Background: an optimization exercise with open tools, aiming at small area. Do not read the settings as production practice. In this exercise RTL edits were held to simulation tests only and were not proved equivalent to the original. Power and IR drop assume default switching activity.

==> run A: inputs <==
==> flow/design.v (excerpt) <==
module fir(clk, din, reset, dout);
input clk;
input signed [7:0] din;
input reset;
output signed [15:0] dout;
reg [7:0] x1;
reg [7:0] x2;
reg [7:0] x3;
reg [7:0] x4;
reg [7:0] x5;
reg [7:0] x6;
reg [7:0] x7;
reg [7:0] x8;
reg [7:0] x9;
reg [7:0] x10;
reg [7:0] x11;
reg [7:0] x12;
wire rst_n = ~reset;
wire [7:0] d1;
an r1 (.a(rst_n), .b(din[0]), .y(d1[0]));
an r2 (.a(rst_n), .b(din[1]), .y(d1[1]));
an r3 (.a(rst_n), .b(din[2]), .y(d1[2]));
an r4 (.a(rst_n), .b(din[3]), .y(d1[3]));
an r5 (.a(rst_n), .b(din[4]), .y(d1[4]));
an r6 (.a(rst_n), .b(din[5]), .y(d1[5]));
an r7 (.a(rst_n), .b(din[6]), .y(d1[6]));
an r8 (.a(rst_n), .b(din[7]), .y(d1[7]));
wire [7:0] d2;
nd r9 (.a(rst_n), .b(x1[0]), .y(d2[0]));
nd r10 (.a(rst_n), .b(x1[1]), .y(d2[1]));
nd r11 (.a(rst_n), .b(x1[2]), .y(d2[2]));
nd r12 (.a(rst_n), .b(x1[3]), .y(d2[3]));
nd r13 (.a(rst_n), .b(x1[4]), .y(d2[4]));
nd r14 (.a(rst_n), .b(x1[5]), .y(d2[5]));
nd r15 (.a(rst_n), .b(x1[6]), .y(d2[6]));
an r16 (.a(rst_n), .b(x1[7]), .y(d2[7]));
wire [7:0] d3;
nr r17 (.a(reset), .b(x2[0]), .y(d3[0]));
nr r18 (.a(reset), .b(x2[1]), .y(d3[1]));
nr r19 (.a(reset), .b(x2[2]), .y(d3[2]));
nr r20 (.a(reset), .b(x2[3]), .y(d3[3]));
nr r21 (.a(reset), .b(x2[4]), .y(d3[4]));
nr r22 (.a(reset), .b(x2[5]), .y(d3[5]));
nr r23 (.a(reset), .b(x2[6]), .y(d3[6]));
nd r24 (.a(rst_n), .b(x2[7]), .y(d3[7]));
wire [7:0] d4;
nd r25 (.a(rst_n), .b(x3[0]), .y(d4[0]));
nd r26 (.a(rst_n), .b(x3[1]), .y(d4[1]));
nd r27 (.a(rst_n), .b(x3[2]), .y(d4[2]));
nd r28 (.a(rst_n), .b(x3[3]), .y(d4[3]));
nd r29 (.a(rst_n), .b(x3[4]), .y(d4[4]));
nd r30 (.a(rst_n), .b(x3[5]), .y(d4[5]));
nd r31 (.a(rst_n), .b(x3[6]), .y(d4[6]));
nr r32 (.a(reset), .b(x3[7]), .y(d4[7]));
wire [7:0] d5;
nr r33 (.a(reset), .b(x4[0]), .y(d5[0]));
nr r34 (.a(reset), .b(x4[1]), .y(d5[1]));
nr r35 (.a(reset), .b(x4[2]), .y(d5[2]));
nr r36 (.a(reset), .b(x4[3]), .y(d5[3]));
nr r37 (.a(reset), .b(x4[4]), .y(d5[4]));
nr r38 (.a(reset), .b(x4[5]), .y(d5[5]));
nr r39 (.a(reset), .b(x4[6]), .y(d5[6]));
nd r40 (.a(rst_n), .b(x4[7]), .y(d5[7]));
wire [7:0] d6;
nd r41 (.a(rst_n), .b(x5[0]), .y(d6[0]));
nd r42 (.a(rst_n), .b(x5[1]), .y(d6[1]));
nd r43 (.a(rst_n), .b(x5[2]), .y(d6[2]));
nd r44 (.a(rst_n), .b(x5[3]), .y(d6[3]));
nd r45 (.a(rst_n), .b(x5[4]), .y(d6[4]));
  ...
==> flow/config.mk <==
export PLATFORM = sky130hd
export DESIGN_NAME = fir
export DESIGN_NICKNAME = fir
export VERILOG_FILES = /design/flow/design.v
export SDC_FILE = /design/flow/constraint.sdc
export NUM_CORES = 4
export LEC_CHECK = 0
export CAP_MARGIN = 20
export CORE_MARGIN = 2
export CORE_UTILIZATION = 60
export CTS_BUF_LIST = sky130_fd_sc_hd__clkbuf_4 sky130_fd_sc_hd__clkbuf_8
export GPL_ROUTABILITY_DRIVEN = 0
export GPL_TIMING_DRIVEN = 0
export PLACE_DENSITY = 0.7
export SLEW_MARGIN = 20
export SYNTH_HIERARCHICAL = 1
export SYNTH_MINIMUM_KEEP_SIZE = 0
==> flow/constraint.sdc <==
create_clock -name core_clock -period 6.5 [get_ports {clk}]
set_input_delay 1.3000 -clock core_clock [delete_from_list [all_inputs] [get_ports {clk}]]
set_output_delay 1.3000 -clock core_clock [all_outputs]
set_load 0.01 [all_outputs]
standard.sh (not shown) runs the stock make flow with config.mk's settings and CLKGATE_MAP_FILE= SYNTH_SCRIPT=/design/flow/synth_recipe.tcl, a recipe that flattens the netlist after the stock synthesis.
==> flow/flow/run.sh <==
#!/bin/bash
# Layout flow: the standard flow (standard.sh, unchanged synthesis), with
# the ports buffered by the smallest buffer and no dummy loads on the clock tree.
set -euo pipefail
bash standard.sh \
  BUFFER_PORTS_ARGS="-buffer_cell sky130_fd_sc_hd__buf_1" \
  CTS_ARGS="-sink_clustering_enable -sink_clustering_size 30 -sink_clustering_max_diameter 200 -sink_clustering_levels 1 -repair_clock_nets -buf_list {sky130_fd_sc_hd__clkbuf_8} -dont_use_dummy_load" \
  finish > flow.log 2>&1
==> inputs of run X, as changes to run A <==
==> flow/flow/run.sh (replaced) <==
#!/bin/bash
# Layout flow: the standard flow (standard.sh, unchanged synthesis), with
# the ports buffered by the smallest buffer and no dummy loads on the clock tree.
set -euo pipefail
bash standard.sh \
  BUFFER_PORTS_ARGS="-buffer_cell sky130_fd_sc_hd__buf_1" \
  CTS_ARGS="-sink_clustering_enable -repair_clock_nets -buf_list {sky130_fd_sc_hd__clkbuf_4 sky130_fd_sc_hd__clkbuf_8} -dont_use_dummy_load" \
  finish > flow.log 2>&1
- CORE_UTILIZATION: 60 -> 70
- PLACE_DENSITY: 0.7 -> 0.8
==> inputs of run P, as changes to run A <==
==> flow/flow/run.sh (replaced) <==
#!/bin/bash
# Layout flow: the standard flow (standard.sh, unchanged synthesis), with
# the ports buffered by the smallest buffer and no dummy loads on the clock tree.
set -euo pipefail
bash standard.sh \
  BUFFER_PORTS_ARGS="-buffer_cell sky130_fd_sc_hd__buf_1" \
  CTS_ARGS="-sink_clustering_enable -repair_clock_nets -buf_list {sky130_fd_sc_hd__clkbuf_4 sky130_fd_sc_hd__clkbuf_8} -dont_use_dummy_load" \
  finish > flow.log 2>&1
- CORE_UTILIZATION: 60 -> 75
- PLACE_DENSITY: 0.7 -> 0.85
==> comparison table <==
Endpoint, Worst Hold: run A x12[5]; run X x6[6]; run P x6[6]
Effective utilization at floorplan: run A 61.2%; run X 72.1%; run P 77.1%
Power share of the clock group: run A 13.2%; run X 12.8%; run P 10.9%
Tcrit/Tclk final: run A 97.2%; run X 97.5%; run P 104%
Die area: run A 10700 um^2; run X 9220 um^2; run P 8630 um^2
Largest stage delay, worst path: run A 0.56 ns; run X 0.56 ns; run P 0.61 ns
Switching power as a share of total power: run A 37.1%; run X 38.9%; run P 42.2%
Max IR drop VDD: run A 0.000231 V; run X 0.000369 V; run P 0.000374 V
Status: run A timing/DRC/antenna clean; run X timing/DRC/antenna clean; run P complete, but fails checks
Violated checks: run A -; run X -; run P setup timing
Core occupancy in the finished layout: run A 67.1%; run X 78.7%; run P 86.0%
Non-clock buffer area fraction after layout: run A 2.66%; run X 2.55%; run P 3.63%
Placed cell area: run A 6230 um^2; run X 6200 um^2; run P 6190 um^2
Setup Total Neg Slack: run A 0 ns; run X 0 ns; run P -0.860 ns
Maximum fanout encountered on the critical timing path: run A 4; run X 4; run P 3
Cell internal pwr: run A 1.57 mW; run X 1.60 mW; run P 1.76 mW
Setup repair after global routing missed its margin: run A no; run X -; run P yes
Post-detailed-routing wire length: run A 10.3 mm; run X 11.4 mm; run P 16.2 mm
Met3 routed wirelength: run A 242 um; run X 539 um; run P 1.46 mm
Latest clock arrival within the worst-skew pair: run A 0.38 ns; run X 0.38 ns; run P 0.37 ns
Crit path to: run A y[14]; run X y[14]; run P y[13]
Period minus WS final: run A 6.32 ns; run X 6.34 ns; run P 6.74 ns
Wire length of the first global-routing pass: run A 17.5 mm; run X 18.5 mm; run P 21.7 mm
Total of endpoints with negative setup slack in the final report: run A 0; run X 0; run P 6

re-timing with driven ports:
In the flow no input, the clock included, has a driving cell. The finished layouts below were timed again as built, in two steps.
Step 1 sets driving cells, clkbuf_16 on the clock port and buf_2 on the other inputs (assumed; they add their load-dependent delay and slew).
Step 2 times the ports against the registers' clock, not the clock port: input delays grow and output delays shrink by t, the midpoint of the rising clock arrivals with the driver on.
a / b / c = ideal / step 1 / step 2; a / b = the first two.
| run | t, ns | setup slack, ns | hold WS [ns] | worst register clock-pin slew, ns | worst data-port slew with drivers (ns) |
|---|---|---|---|---|---|
| run A | 0.409 | 0.184 / 0.184 / -0.047 | 0.380 / 0.380 / 0.380 | 0.09 / 0.09 | 0.03 |
| run X | 0.390 | 0.160 / 0.160 / -0.037 | 0.374 / 0.374 / 0.374 | 0.12 / 0.12 | 0.03 |
| run P | 0.382 | -0.241 / -0.241 / -0.325 | 0.388 / 0.388 / 0.388 | 0.12 / 0.12 | 0.03 |
With both steps, setup timing fails in run A and run X, where it was met with ideal ports. For run A, which loses most, drivers alone change the setup slack by 0.000 ns; drivers and shift together by -0.231 ns.
